From an optimization exercise on the open Yosys and OpenROAD flow, aimed at a short achievable clock period and few clock cycles; shortcuts taken in it are not production practice.
In this exercise RTL edits were held to simulation tests only and were not proved equivalent to the original.
No activity file was given, so power comes from the tool's default toggle rates.

File: flow/run.sh
#!/bin/bash
# synth_recipe.tcl (not shown) runs the flow's synth.tcl, then flattens the netlist and writes it again
# the make line also repeats each setting of config.mk as NAME=value (left out here)
make -C /OpenROAD-flow-scripts/flow DESIGN_CONFIG=/design/flow/config.mk WORK_HOME=/design/flow/orfs CLKGATE_MAP_FILE= SYNTH_SCRIPT=/design/flow/synth_recipe.tcl finish
File: flow/config.mk
export PLATFORM = sky130hd
export DESIGN_NAME = riscv_single_cycle
export DESIGN_NICKNAME = riscv_single_cycle
export VERILOG_FILES = /design/flow/design.v
export SDC_FILE = /design/flow/constraint.sdc
export NUM_CORES = 4
export LEC_CHECK = 0
export ABC_CLOCK_PERIOD_IN_PS = 2500
export CAP_MARGIN = 20
export CORE_MARGIN = 2
export CORE_UTILIZATION = 40
export PLACE_DENSITY = 0.6
export SETUP_SLACK_MARGIN = 5
export SLEW_MARGIN = 20
export TNS_END_PERCENT = 100
File: flow/constraint.sdc
create_clock -name core_clock -period 10.0 [get_ports {clk}]
set_input_delay 2.0000 -clock core_clock [delete_from_list [all_inputs] [get_ports {clk}]]
set_output_delay 2.0000 -clock core_clock [all_outputs]
set_load 0.01 [all_outputs]
File: flow/design.v
module rv_alu (
    input  wire [31:0] a,
    input  wire [31:0] b,
    input  wire [31:0] pc4,
    input  wire        op_add,
    input  wire        op_sub,
    input  wire        op_slt,
    input  wire        op_or,
    input  wire        op_and,
    input  wire        op_link,
    output wire [31:0] res
);
    wire [31:0] sum  = a + b;
    wire [31:0] diff = a - b;
    wire        lt   = (a[31] ^ b[31]) ? a[31] : diff[31];
    assign res = ({32{op_add}}  & sum)
               | ({32{op_sub}}  & diff)
               | ({31'd0, op_slt & lt})
               | ({32{op_or}}   & (a | b))
               | ({32{op_and}}  & (a & b))
               | ({32{op_link}} & pc4);
endmodule
module riscv_single_cycle (
    input  wire        clk,
    input  wire        rst,
    output wire [31:0] imem_addr,
    input  wire [31:0] imem_rdata,
    output wire [31:0] dmem_addr,
    output wire [31:0] dmem_wdata,
    output wire        dmem_we,
    input  wire [31:0] dmem_rdata
);
    reg [31:0] rf [1:31];
    reg [31:0] pc;
    reg        x_wr, x_ld, x_st, x_br, x_pred;
    reg [4:0]  x_rd;
    reg [31:0] x_a, x_b, x_imm, x_pc4, x_alt;
    reg        x_useimm;
    reg        x_add, x_sub, x_slt, x_or, x_and, x_link;
    reg        x_s1M, x_s1W, x_s2M, x_s2W;
    reg        m_wr, m_ld, m_we;
    reg [4:0]  m_rd;
    reg [31:0] m_res, m_sd;
    reg        w_v;
    reg [4:0]  w_rd;
    reg [31:0] w_val;
    wire [31:0] ins = imem_rdata;
    wire [6:0]  f_op  = ins[6:0];
    wire [2:0]  f_f3  = ins[14:12];
    wire [4:0]  f_rd  = ins[11:7];
    wire [4:0]  f_rs1 = ins[19:15];
    wire [4:0]  f_rs2 = ins[24:20];
    wire f_isR = (f_op == 7'b0110011);
    wire f_isI = (f_op == 7'b0010011);
    wire f_isL = (f_op == 7'b0000011);
    wire f_isS = (f_op == 7'b0100011);
    wire f_isB = (f_op == 7'b1100011);
    wire f_isJ = (f_op == 7'b1101111);
    wire [31:0] immI = {{20{ins[31]}}, ins[31:20]};
    wire [31:0] immS = {{20{ins[31]}}, ins[31:25], ins[11:7]};
    wire [31:0] immB = {{20{ins[31]}}, ins[7], ins[30:25], ins[11:8], 1'b0};
    wire [31:0] immJ = {{12{ins[31]}}, ins[19:12], ins[20], ins[30:21], 1'b0};
    wire [31:0] pc4  = pc + 32'd4;
    wire [31:0] tgtB = pc + immB;
    wire [31:0] tgtJ = pc + immJ;
    wire f_same  = (f_rs1 == f_rs2);
    wire f_b4    = (immB == 32'd4);
    wire f_predB = f_same | ins[31];
    wire f_jump  = f_isJ | (f_isB & f_predB);
    wire [31:0] f_tgt = f_isJ ? tgtJ : tgtB;
    wire f_use1 = f_isR | f_isI | f_isL | f_isS | f_isB;
    wire f_use2 = f_isR | f_isS | f_isB;
    wire f_wr   = (f_isR | f_isI | f_isL | f_isJ) & (f_rd != 5'd0);
    wire [31:0] f_a = (f_rs1 == 5'd0) ? 32'd0 : rf[f_rs1];
    wire [31:0] f_b = (f_rs2 == 5'd0) ? 32'd0 : rf[f_rs2];
    wire f_alu   = f_isR | f_isI;
    wire f_subop = f_alu & (f_f3 == 3'b000) & f_isR & ins[30];
    wire f_sltop = f_alu & (f_f3 == 3'b010);
    wire f_orop  = f_alu & (f_f3 == 3'b110);
    wire f_andop = f_alu & (f_f3 == 3'b111);
    wire f_addop = ~(f_subop | f_sltop | f_orop | f_andop | f_isJ);
    wire [31:0] a  = x_s1M ? m_res : x_s1W ? w_val : x_a;
    wire [31:0] b2 = x_s2M ? m_res : x_s2W ? w_val : x_b;
    wire [31:0] bs = x_useimm ? x_imm : b2;
    wire [31:0] x_res;
    rv_alu alu (.a(a), .b(bs), .pc4(x_pc4),
                .op_add(x_add), .op_sub(x_sub), .op_slt(x_slt),
                .op_or(x_or), .op_and(x_and), .op_link(x_link), .res(x_res));
    wire x_eq       = (a == b2);
    wire x_redirect = x_br & (x_eq ^ x_pred);
    wire stall = x_ld & x_wr & ((f_use1 & (f_rs1 == x_rd)) | (f_use2 & (f_rs2 == x_rd)));
    wire f_go  = ~x_redirect & ~stall;
    wire       wn_v  = m_wr | w_v;
    wire [4:0] wn_rd = m_wr ? m_rd : w_rd;
    wire [31:0] m_wdata = m_ld ? dmem_rdata : m_res;
    assign imem_addr  = pc;
    assign dmem_addr  = m_res;
    assign dmem_wdata = m_sd;
    assign dmem_we    = m_we;
    always @(posedge clk) begin
        if (rst)             pc <= 32'd0;
        else if (x_redirect) pc <= x_alt;
        else if (stall)      pc <= pc;
        else if (f_jump)     pc <= f_tgt;
        else                 pc <= pc4;
        x_wr     <= ~rst & f_go & f_wr;
        x_ld     <= ~rst & f_go & f_isL;
        x_st     <= ~rst & f_go & f_isS;
        x_br     <= ~rst & f_go & f_isB & ~f_same & ~f_b4;
        x_pred   <= ins[31];
        x_rd     <= f_rd;
        x_a      <= f_a;
        x_b      <= f_b;
        x_imm    <= f_isS ? immS : immI;
        x_useimm <= ~f_isR;
        x_pc4    <= pc4;
        x_alt    <= ins[31] ? pc4 : tgtB;
        x_add    <= f_addop;
        x_sub    <= f_subop;
        x_slt    <= f_sltop;
        x_or     <= f_orop;
        x_and    <= f_andop;
        x_link   <= f_isJ;
        x_s1M    <= x_wr & ~x_ld & (x_rd == f_rs1);
        x_s2M    <= x_wr & ~x_ld & (x_rd == f_rs2);
        x_s1W    <= wn_v & (wn_rd == f_rs1);
        x_s2W    <= wn_v & (wn_rd == f_rs2);
        m_wr  <= ~rst & x_wr;
        m_ld  <= x_ld;
        m_we  <= ~rst & x_st;
        m_rd  <= x_rd;
        m_res <= x_res;
        m_sd  <= b2;
        if (m_wr) begin
            rf[m_rd] <= m_wdata;
            w_val    <= m_wdata;
            w_rd     <= m_rd;
        end
        w_v <= ~rst & wn_v;
    end
endmodule
==> metrics.cfg, run 1 <==
[timing]
setup_viol=0
hold_viol_final=0
drv_slew=0
finalCriticalPeriod_ps=4930
fin_hold_ws_ps=352
finClkSkew_ps=46.2
tightest_slew_ps=1200
rsz0062_at_grt=true
final.setup.tns_ps=0
fmax_mhz=203
finalCritPeriodShare_pct=49.3
relSlewSlack_pct=19.6
setup_ws_ps=5070

[synth]
synth.distinct_cells=80
synth_seq_cells=1293
synthArstFlopShare_pct=0
yosysSeqAreaShare_pct=55.5
postSynthAreaPerCell_um2=14.7
yosysWarningCount=1
syn-num-nets=4655
netlist_area_mm2=0.0651
synthCells=4441
synth_edf_count=1024
synth-main-ff-cell=edfxtp_1

[cts]
htree_num_levels=4
clk-insertion-delay-late_ps=800
path_clk_slew_ps=60
cts_sinks=1293
clock_path_buffers=3
numCtsBuffers=142
cts_tree=done
holdBufCountCts=0
cts_root_buf=clkbuf_16

[worst_setup_path]
crit_path_end_kind=flop
critPathKind=flop to flop
cp_max_fo=32
arrival_ps=5630
slowest_delay_ps=700
start_kind=flop
crit_chain=buf_6 > mux2_2 > mux2i_1 > xor2_1 > nor4_1 > nand4_1 > o211ai_2 > nand2_2 > buf_4 > or3_1 > a21oi_1
worst_ep_required_time_ps=10710
critPathSlowestCell=o211ai_2

[outcome]
outcome=finished clean

[grt]
busiest_layer=met2
antenna_found_initial=16
grt_pass1_wl_um=308000
grt_max_degree=123
grt_pass1_vias=41700
grt_util_met2_pct=40.1
met3_usage_pct=5.33
grt_util_all_layers_pct=25.7
use_met1_pct=35.1
grt-ovfl-total=0

[floorplan]
io_pins=163
coreArea_mm2=0.162
die_height_um=407
start_util_pct=40.1
die-width_um=407
fp-row-count=148
die_area_mm2=0.166

[power_and_ir_drop]
finalPower_uw=13900
p_leak_uw=0.0251
power_density_mw_per_mm2=187
peakVddDrop_uv=134

[finish]
final_common_cell=edfxtp_1
final_net_count=4755
fill_cells=14200
final_util_pct=45.7
drive_above_1_share_pct=23.3
layout_common_cells=1024 x edfxtp_1, 510 x mux4_2, 262 x dfxtp_1
area.growth.synth_to_final_pct=14.0

[placed_design]
port_buffers=162
gp_routability_congestion=0.927
dp_hpwl_um=134000
dpl_worst_slack_ps=4240

[detailed_routing]
vias_per_cell=6.26
vias=42800
routedWlPerCell_um=31.7
drtIter0Drc=5425
drc=0
ant_nets=0
firstDrtPassIters=5
wl_um=217000

[worst_hold_path]
hold_class=flop to flop

[run]
max_cap_viol_count=0

-- worst max-delay path, delay by kind of cell, from the launching register on --
| kind | cells | cell delay [ps] |
|---|---|---|
| DFF | 1 | 320 |
| AOI/OAI and AO/OA | 2 | 840 |
| buffers and inverters | 2 | 650 |
| and+or+nand+nor | 4 | 1840 |
| xor gates and xnor gates | 1 | 180 |
| muxes | 2 | 960 |
-- what timing repair did --
| action | 4_1_cts | 5_1_grt |
|---|---|---|
| gates resized for setup | 13 | 31 |
| setup buffers | 0 | 1 |
| setup endpoints to repair | 24 | 15 |
| pin swaps | 0 | 2 |
-- per-layer routing --
layer	vias up	wire length [um]
li1	17900	-
met2	2242	99900
met5	-	52
met4	6	9510
met3	421	20400
met1	22300	87000
-- worst paths after layout --
check | start | end | slack, ps | cells after the start
setup reg to reg | x_s1W | pc[11] | 5070 | 11
setup / recovery | x_s1W | pc[11] | 5070 | 11
hold reg to reg | x_ld | m_ld | 350 | 0
hold / removal | x_ld | m_ld | 350 | 0
-- metrics by stage --
step	area, um^2	cells
after CTS	74000	6831
after floorplan	65100	4441
final	74200	6837
after global routing	74200	6832
after global placement	69200	6569
after detailed placement	69300	6571
-- state kept, by name (all words and copies together) (netlist names), 5 cells and up --
signal / flops
w_val: 32
x_pc4: 31
x_a: 32
w_rd: 5
m_res: 32
m_sd: 32
x_rd: 5
rf: 992
x_imm: 11
pc: 32
x_b: 32
m_rd: 5
x_alt: 32
-- synthesized netlist by cell type (12+ instances only) --
cell type,count,area (um^2)
dfxtp_1,269,5390
inv_1,166,623
a31oi_1,26,163
nand4_1,24,150
and3_1,19,119
nand2b_1,25,156
o31ai_1,12,90.1
buf_2,17,85.1
nor2_1,244,916
nor4_1,21,131
ha_1,143,1790
mux2_2,141,1590
nand2_1,179,672
mux4_2,510,11500
a211oi_1,26,195
a221oi_1,62,543
xor2_1,72,631
o221ai_1,32,280
or3_1,14,87.6
edfxtp_1,1024,30700
nor3_1,91,455
o21ai_0,152,761
o211ai_1,34,255
a22oi_1,14,105
a21oi_1,220,1100
nand3_1,42,210
o21bai_1,18,135
xnor2_1,60,526
a21o_1,43,323
buf_1,57,214
nor2b_1,29,181
o21a_1,46,345
a221o_1,18,180
clkbuf_1,214,803
mux2i_1,204,2040
-- logic make-up (layout without fill, tap and decap cells) --
family	after synthesis	after routing	share of synthesized area (%)
compound gates	804	804	8.25
simple gates	729	729	5.18
fa+ha+maj	148	148	2.90
mux	864	864	23.5
xor+xnor	132	132	1.78
flops	1293	1293	55.5
other cells	0	5	0
buf+inv	471	687	2.89
-- area by class of cell --
cell class,count,area [um^2],share of cell area [%]
Clock buffer,196,4040,5.44
Timing Repair Buffer,260,2470,3.33
Multi-Input combinational cell,2677,27500,37.1
Antenna cell,5,12.5,0.0169
Sequential cell,1293,36100,48.7
Clock inverter,64,661,0.891
Inverter,167,627,0.845
Tap cell,2175,2720,3.67
-- power breakdown --
part / total, uW / internal [uW] / switching (uW)
Clock: 5250 / 3010 / 2230
Combinational: 2110 / 758 / 1350
Sequential: 6510 / 6290 / 215
Total: 13900 / 10100 / 3800
Testbench counts, summed over its fixed seeds: cycles 53,980.
==> run 2: changes to the inputs <==
==> flow/flow/run.sh (new file) <==
#!/bin/bash
set -euo pipefail
MARGIN=6.8
sed -E "s/SETUP_SLACK_MARGIN=[0-9.]+/SETUP_SLACK_MARGIN=${MARGIN}/" standard.sh > standard_tight.sh
grep -q "SETUP_SLACK_MARGIN=${MARGIN}" standard_tight.sh
bash standard_tight.sh > make_flow.log 2>&1
==> flow/standard.sh (new file) <==
#!/bin/bash
# synth_recipe.tcl (not shown) runs the flow's synth.tcl, then flattens the netlist and writes it again
# the make line also repeats each setting of config.mk as NAME=value (left out here)
make -C /OpenROAD-flow-scripts/flow DESIGN_CONFIG=/design/flow/config.mk WORK_HOME=/design/flow/orfs CLKGATE_MAP_FILE= SYNTH_SCRIPT=/design/flow/synth_recipe.tcl "${@:-finish}"
removed: flow/run.sh
==> metrics.cfg, run 2 <==
[synth]
synthCells=4441  ; unchanged
yosys-top-cells-area=edfxtp_1 47%, mux4_2 18%, dfxtp_1 8.3%, mux2i_1 3.1%, ha_1 2.7%
synth_most_common_cell=edfxtp_1
synth_edf_count=1024  ; unchanged
synth_seq_cells=1293  ; unchanged
yosysWarningCount=1  ; unchanged
syn-num-nets=4655  ; unchanged
synth-main-ff-cell=edfxtp_1
netlist_area_mm2=0.0651  ; unchanged
postSynthAreaPerCell_um2=14.7  ; unchanged
yosysSeqAreaShare_pct=55.5  ; unchanged
synth.distinct_cells=80  ; unchanged
synth_top_area_share_pct=47.2  ; unchanged
synthArstFlopShare_pct=0  ; unchanged
synth_common_cells=1024 x edfxtp_1, 510 x mux4_2, 269 x dfxtp_1
synth_area_leader_cell=edfxtp_1

[detailed_routing]
drtIter0Drc=6882  ; +27%
vias_per_cell=6.46  ; +3.1%
drt-met1-wl_um=91500  ; +5.2%
drc=0  ; unchanged
firstDrtPassIters=6  ; +1
routedWlPerCell_um=34.6  ; +9.2%
top_layer=met5
wl_met2_um=114000  ; +14%
ant_nets=0  ; unchanged
wl_um=250000  ; +15%
met3WireLength_um=29200  ; +43%
vias=46600  ; +8.9%

[placed_design]
place_area_mm2=0.0704  ; +1.6%
port_buffers=162  ; unchanged
gp_routability_congestion=0.904  ; -2.5%
dp_hpwl_um=135000  ; +0.83%

[timing]
finalCritPeriodShare_pct=40.4  ; -8.9 points
rsz0062_at_grt=true
finClkSkew_ps=40.5  ; -5.73 ps
final.setup.tns_ps=0  ; unchanged
hold_viol_final=0  ; unchanged
tightest_slew_ps=1210  ; +13.8 ps
drv_slew=0  ; unchanged
fmax_mhz=248  ; +22%
finalCriticalPeriod_ps=4040  ; -893 ps
setup_viol=0  ; unchanged
relSlewSlack_pct=18.8  ; -0.83 points

[cts]
clk-insertion-delay-late_ps=810  ; about the same
cts_tree=done
holdBufCountCts=0  ; unchanged
numCtsBuffers=143  ; +0.70%
cts_root_buf=clkbuf_16
cts_sinks=1293  ; unchanged
htree_num_levels=4  ; unchanged
clock_path_buffers=3  ; unchanged
path_clk_slew_ps=60  ; about the same

[floorplan]
die_height_um=407  ; unchanged
die_area_mm2=0.166  ; unchanged
io_pins=163  ; unchanged
fp-row-count=148  ; unchanged
start_util_pct=40.1  ; unchanged
coreArea_mm2=0.162  ; unchanged
die-width_um=407  ; unchanged

[finish]
fin_area_mm2=0.0834  ; +12%
final_common_cell=edfxtp_1
drive_above_1_share_pct=41.3  ; +18 points
layout_common_cells=1024 x edfxtp_1, 510 x mux4_2, 289 x buf_4
largest_reg_flops=992  ; unchanged
regMostFlops=rf
final_net_count=5132  ; +7.9%
area.growth.synth_to_final_pct=28.1

[worst_setup_path]
r2r_cells=19  ; +8
arrival_ps=4770  ; -860 ps
critPathKind=flop to flop
cp_max_fo=6  ; -81%
r2r_setup_slack_ps=5960  ; +890 ps
start_kind=flop
worst_ep_required_time_ps=10730  ; +20 ps
r2r_end=m_res[31]
crit_path_end_kind=flop
r2r_start=x_s2W

[grt]
grt_pass1_wl_um=340000  ; +10%
grt-ovfl-total=0  ; unchanged
grt_max_degree=59  ; -52%
antenna_found_initial=25  ; +9
grt_pass1_vias=44900  ; +7.6%
grt_util_all_layers_pct=28.7  ; +3.1 points

[power_and_ir_drop]
pwr-share-comb_pct=19.5  ; +4.3 points
clkPwrFrac_pct=36.2  ; -1.6 points
p_leak_uw=0.0289  ; +15%
p_int_uw=10500  ; +4.4%
seqPwrFrac_pct=44.3  ; -2.6 points
peakVddDrop_uv=152  ; +13%
power_density_mw_per_mm2=177  ; -5.6%
p_sw_uw=4210  ; +11%
p_sw_share_pct=28.6  ; +1.2 points

[worst_hold_path]
whs_path_depth=0  ; unchanged
hold_class=flop to flop
min_from=x_ld
min_to=m_ld

[outcome]
outcome=finished clean

[run]
max_cap_viol_count=0  ; unchanged

run 2: cell families after synthesis:
kind of cell / count (synthesis) / share of synthesized area [%]
multiplexers: 864 / 23.5
XOR/XNOR: 132 / 1.78
AO/OA/AOI/OAI: 804 / 8.25
adder cells (fa/ha/maj): 148 / 2.90
buffers and inverters: 471 / 2.89
flip-flops: 1293 / 55.5
AND/OR/NAND/NOR: 729 / 5.18
run 2: area by class of cell:
type                            instances  area (um^2)
Fill cell                           13300        78800
Sequential cell                      1293        36400
Multi-Input combinational cell       2683        31100
Timing Repair Buffer                  630         7740
Clock buffer                          191         3920
Tap cell                             2175         2720
Clock inverter                         72          777
Inverter                              167          636
Antenna cell                           13         32.5
run 2: critical path, cell delays in order, from the launching register on:
cell and delay (ps):
dfxtp_4 400, buf_8 160, mux2i_4 200, o21a_1 240, o21a_2 260, ha_4 330, nor2_4 60, a211oi_4 240
o311ai_2 100, buf_4 170, a21oi_4 160, a31oi_4 130, a21o_4 250, nor2_4 100, o21ai_2 90, a221oi_2 310
fa_2 480, o21ai_2 130, nor3_2 60, nand2_1 70
run 2: how the worst max path moves through the flow:
stage	from	end	slack (ps)	cells after the start
final	x_s2W	m_res[31]	5960	19
after global routing	x_s2W	m_res[31]	5860	19
after CTS	x_s2W	m_res[31]	5950	19
after detailed placement	imem_rdata[21]	x_b[23]	4330	7
after global placement	imem_rdata[21]	x_b[0]	4320	7
after floorplan	imem_rdata[22]	pc[21]	5720	14
run 2: repair_timing:
| item | in CTS | in global routing |
|---|---|---|
| pin swaps | 165 | 181 |
| endpoints found under the setup margin | 449 | 240 |
| gates resized for setup | 1181 | 283 |
| buffers inserted | 238 | 74 |
| gates cloned | 48 | 23 |
run 2: per-layer routing:
metal	GRT usage, %	vias up
li1	-	18700
met1	37.8	24100
met2	44.8	3116
met3	6.58	708
met4	14.3	10
met5	0	-
run 2: power groups by stage:
stage                     Sequential [uW]  Clock [uW]  Combinational (uW)
after floorplan                      6500           0                1410
after CTS                            6510        5360                2610
final                                6530        5320                2870
after global placement               6620           0                2150
after detailed placement             6620           0                2170
after global routing                 6530        5580                3000
run 2: metrics by stage:
step	hold WS, ps	setup WS [ps]	instances	utilization (%)	total power [uW]
after floorplan	343	5720	4441	-	7910
after CTS	365	5950	7114	49.8	14500
after detailed placement	354	4330	6565	43.4	8790
after global placement	363	4320	6564	43.4	8760
final	370	5960	7224	51.4	14700
after global routing	385	5860	7211	51.4	15100
==> run 3: changes to the inputs <==
--- a/flow/design.v
+++ b/flow/design.v
@@ -79,8 +79,9 @@
     wire f_orop  = f_alu & (f_f3 == 3'b110);
     wire f_andop = f_alu & (f_f3 == 3'b111);
     wire f_addop = ~(f_subop | f_sltop | f_orop | f_andop | f_isJ);
-    wire [31:0] a  = x_s1M ? m_res : x_s1W ? w_val : x_a;
-    wire [31:0] b2 = x_s2M ? m_res : x_s2W ? w_val : x_b;
+    wire [31:0] m_fwd = m_ld ? dmem_rdata : m_res;
+    wire [31:0] a  = x_s1M ? m_fwd : x_s1W ? w_val : x_a;
+    wire [31:0] b2 = x_s2M ? m_fwd : x_s2W ? w_val : x_b;
     wire [31:0] bs = x_useimm ? x_imm : b2;
     wire [31:0] x_res;
     rv_alu alu (.a(a), .b(bs), .pc4(x_pc4),
@@ -88,7 +89,7 @@
                 .op_or(x_or), .op_and(x_and), .op_link(x_link), .res(x_res));
     wire x_eq       = (a == b2);
     wire x_redirect = x_br & (x_eq ^ x_pred);
-    wire stall = x_ld & x_wr & ((f_use1 & (f_rs1 == x_rd)) | (f_use2 & (f_rs2 == x_rd)));
+    wire stall = 1'b0;
     wire f_go  = ~x_redirect & ~stall;
     wire       wn_v  = m_wr | w_v;
     wire [4:0] wn_rd = m_wr ? m_rd : w_rd;
@@ -121,8 +122,8 @@
         x_or     <= f_orop;
         x_and    <= f_andop;
         x_link   <= f_isJ;
-        x_s1M    <= x_wr & ~x_ld & (x_rd == f_rs1);
-        x_s2M    <= x_wr & ~x_ld & (x_rd == f_rs2);
+        x_s1M    <= x_wr & (x_rd == f_rs1);
+        x_s2M    <= x_wr & (x_rd == f_rs2);
         x_s1W    <= wn_v & (wn_rd == f_rs1);
         x_s2W    <= wn_v & (wn_rd == f_rs2);
         m_wr  <= ~rst & x_wr;
==> metrics.cfg, run 3 <==
[cts]
holdBufCountCts=0  ; unchanged
path_clk_slew_ps=70  ; about the same
numCtsBuffers=138  ; -3.5%
cts_root_buf=clkbuf_16
clock_path_buffers=3  ; unchanged
htree_num_levels=4  ; unchanged
cts_sinks=1293  ; unchanged
cts_tree=done
clk-insertion-delay-late_ps=820  ; about the same

[grt]
grt_util_all_layers_pct=27.5  ; -1.2 points
grt_max_degree=64  ; +8.5%
grt-ovfl-total=0  ; unchanged
antenna_found_initial=9  ; -64%
grt_pass1_vias=44400  ; -1.2%
grt_pass1_wl_um=328000  ; -3.6%

[synth]
postSynthAreaPerCell_um2=14.5  ; -1.1%
synth_most_common_cell=edfxtp_1
synth-main-ff-cell=edfxtp_1
synth_area_leader_cell=edfxtp_1
syn-num-nets=4699  ; +0.95%
synthCells=4489  ; +1.1%
yosysSeqAreaShare_pct=55.5  ; about the same
synth_common_cells=1024 x edfxtp_1, 506 x mux4_2, 269 x dfxtp_1
synth_seq_cells=1293  ; unchanged
netlist_area_mm2=0.0651  ; about the same
synth_top_area_share_pct=47.3  ; about the same
yosys-top-cells-area=edfxtp_1 47%, mux4_2 18%, dfxtp_1 8.3%, mux2i_1 3.2%, ha_1 2.7%
synth_edf_count=1024  ; unchanged
synthArstFlopShare_pct=0  ; unchanged
synth.distinct_cells=81  ; +1.3%
yosysWarningCount=1  ; unchanged

[detailed_routing]
routedWlPerCell_um=33.2  ; -4.0%
vias=46000  ; -1.4%
vias_per_cell=6.29  ; -2.6%
drc=0  ; unchanged
ant_nets=0  ; unchanged
firstDrtPassIters=7  ; +1
drtIter0Drc=6110  ; -11%
wl_um=243000  ; -2.9%

[placed_design]
dp_hpwl_um=131000  ; -3.1%
place_area_mm2=0.0704  ; about the same
port_buffers=162  ; unchanged
gp_routability_congestion=0.946  ; +4.7%

[worst_setup_path]
arrival_ps=5590  ; +820 ps
crit_chain=buf_6 > mux2i_4 > nand2_2 > o21ai_2 > o21a_1 > ha_4 > or3_4 > a211oi_2 > a211oi_2 > o21a_2 > o221a_4 > nor2_4 > nand3_2 > a211oi_2 > nor3_2 > fa_1 > o22ai_1 > a221oi_1 > o21ai_1
worst_ep_required_time_ps=10690  ; -40 ps
r2r_setup_slack_ps=5210  ; -750 ps
cp_max_fo=4  ; -2
crit_path_end_kind=flop
critPathSlowestCell=fa_1
critPathKind=input port to flop
cp_common_cell=a211oi_2
start_kind=input port
slowest_delay_ps=480  ; about the same

[timing]
hold_viol_final=0  ; unchanged
finalCritPeriodShare_pct=49.0  ; +8.7 points
final.setup.tns_ps=0  ; unchanged
relSlewSlack_pct=26.5  ; +7.7 points
drv_slew=0  ; unchanged
finalCriticalPeriod_ps=4900  ; +867 ps
fmax_mhz=204  ; -18%
fin_hold_ws_ps=324  ; -45.7 ps
tightest_slew_ps=1100  ; -114 ps
setup_viol=0  ; unchanged
rsz0062_at_grt=true
finClkSkew_ps=35.3  ; -5.16 ps

[run]
max_cap_viol_count=0  ; unchanged

[finish]
area.growth.synth_to_final_pct=28.9
regMostFlops=rf
largest_reg_flops=992  ; unchanged
final_net_count=5228  ; +1.9%
drive_above_1_share_pct=41.4  ; about the same
layout_common_cells=1024 x edfxtp_1, 506 x mux4_2, 328 x buf_4
fill_cells=13300  ; -0.038%
fin_area_mm2=0.0839  ; +0.64%
final_common_cell=edfxtp_1

[power_and_ir_drop]
p_leak_uw=0.0294  ; +1.6%
power_density_mw_per_mm2=175  ; -1.0%
peakVddDrop_uv=192  ; +27%

[worst_hold_path]
hold_class=flop to flop

[floorplan]
coreArea_mm2=0.162  ; unchanged
die_height_um=407  ; about the same
die_area_mm2=0.166  ; about the same
start_util_pct=40.1  ; about the same
fp-row-count=148  ; unchanged
die-width_um=407  ; about the same
io_pins=163  ; unchanged

[outcome]
outcome=finished clean

==> run 3: cell count changes after synthesis, moves of 14 or more <==
cell,delta
buf_1,+14
a21oi_1,+28
nor2_1,-27
nor3_1,-23
xor2_1,+27
o21ai_0,+32
inv_1,+28
mux2_2,-37
o22ai_1,+16
xnor2_1,+23
==> run 3: power by group <==
part,leakage [uW],switching [uW],internal [uW]
registers,0.0115,119,6280
clock network,0.00221,2290,2940
logic,0.0157,1760,1270
total,0.0294,4170,10500
==> run 3: cell families (layout without fill, tap and decap cells) <==
logic type	count (synthesis)	count (layout)	share of synthesized area, %
flops	1293	1293	55.5
compound gates	850	850	8.49
mux	829	829	22.8
simple gates	685	686	4.90
buf+inv	506	1149	3.03
xor+xnor	182	182	2.45
fa+ha+maj	144	144	2.83
other cells	0	3	0
==> run 3: worst paths after layout <==
path / end / from / depth (start not counted)
setup reg to reg: m_res[31] / m_ld / 20
setup / recovery: m_res[31] / dmem_rdata[6] / 19
hold reg to reg: m_ld / x_ld / 0
hold / removal: m_ld / x_ld / 0
==> run 3: layer usage <==
metal  wire length [um]  part of all wire [%]  vias to the layer above  track usage [%]
li1                   -                     -                    18800                -
met1              90600                    37                    23800             35.4
met2             116000                    48                     2685             45.1
met3              22100                   9.1                      614             4.95
met4              14200                   5.9                        2             13.4
met5                 12                0.0049                        -                0
==> run 3: area by class of cell <==
type	instances	area [um^2]	share of cell area, %
Sequential cell	1293	36400	43.4
Multi-Input combinational cell	2691	31000	36.9
Timing Repair Buffer	693	8450	10.1
Clock buffer	176	3690	4.39
Tap cell	2175	2720	3.24
Clock inverter	79	890	1.06
Inverter	199	795	0.947
Timing Repair inverter	2	11.3	0.0134
Antenna cell	3	7.51	0.00895
==> run 3: what timing repair did <==
action | CTS | global route
gates resized for setup | 1106 | 343
pin swaps | 106 | 116
buffers inserted | 217 | 138
endpoints found under the setup margin | 567 | 375
gates cloned | 43 | 44
hold endpoints to repair | 0 | 0
==> run 3: critical path, delay by kind of cell <==
| family | cells | cell delay [ps] |
|---|---|---|
| simple gates | 5 | 710 |
| mux | 1 | 260 |
| compound gates | 10 | 1800 |
| fa+ha+maj | 2 | 710 |
| buf+inv | 1 | 100 |
==> run 3: metrics by stage <==
step           util (%)  cells  total power, uW  setup WS (ps)
6_report           51.7   7311            14700           5100
5_1_grt            51.7   7309            15100           4970
4_1_cts            49.4   7121            14300           5230
3_5_place_dp       43.4   6606             8720           3520
3_3_place_gp       43.4   6606             8710           3530
2_1_floorplan         -   4489             7850           4540
Testbench counts of run 3, summed over its fixed seeds: cycles 53,178.

==> what the ideal ports hide <==
Ports are ideal in the flow. The routed layouts listed here were re-timed in OpenROAD.
Step 1, drivers: a clkbuf_16 drives clk and a buf_2 each remaining input, both assumed.
Step 2 also shifts input and output timing later by t, the mid clock arrival at the registers, as if the neighbouring blocks saw the same clock.
Three values: no drivers, after step 1, after step 2; two values: the first two.
run	shift t [ns]	setup WS [ns]	worst setup path after step 2	pins driven straight from the clock port
run 1	0.863	5.071 / 5.071 / 4.426	input to register	1
run 2	0.877	5.964 / 5.964 / 5.221	input to register	1
run 3	0.887	5.097 / 5.152 / 4.265	input to register	1
After both steps setup and hold are still met in every run listed. For run 3, which loses most, drivers alone change the setup slack by +0.055 ns; drivers and shift together by -0.832 ns.
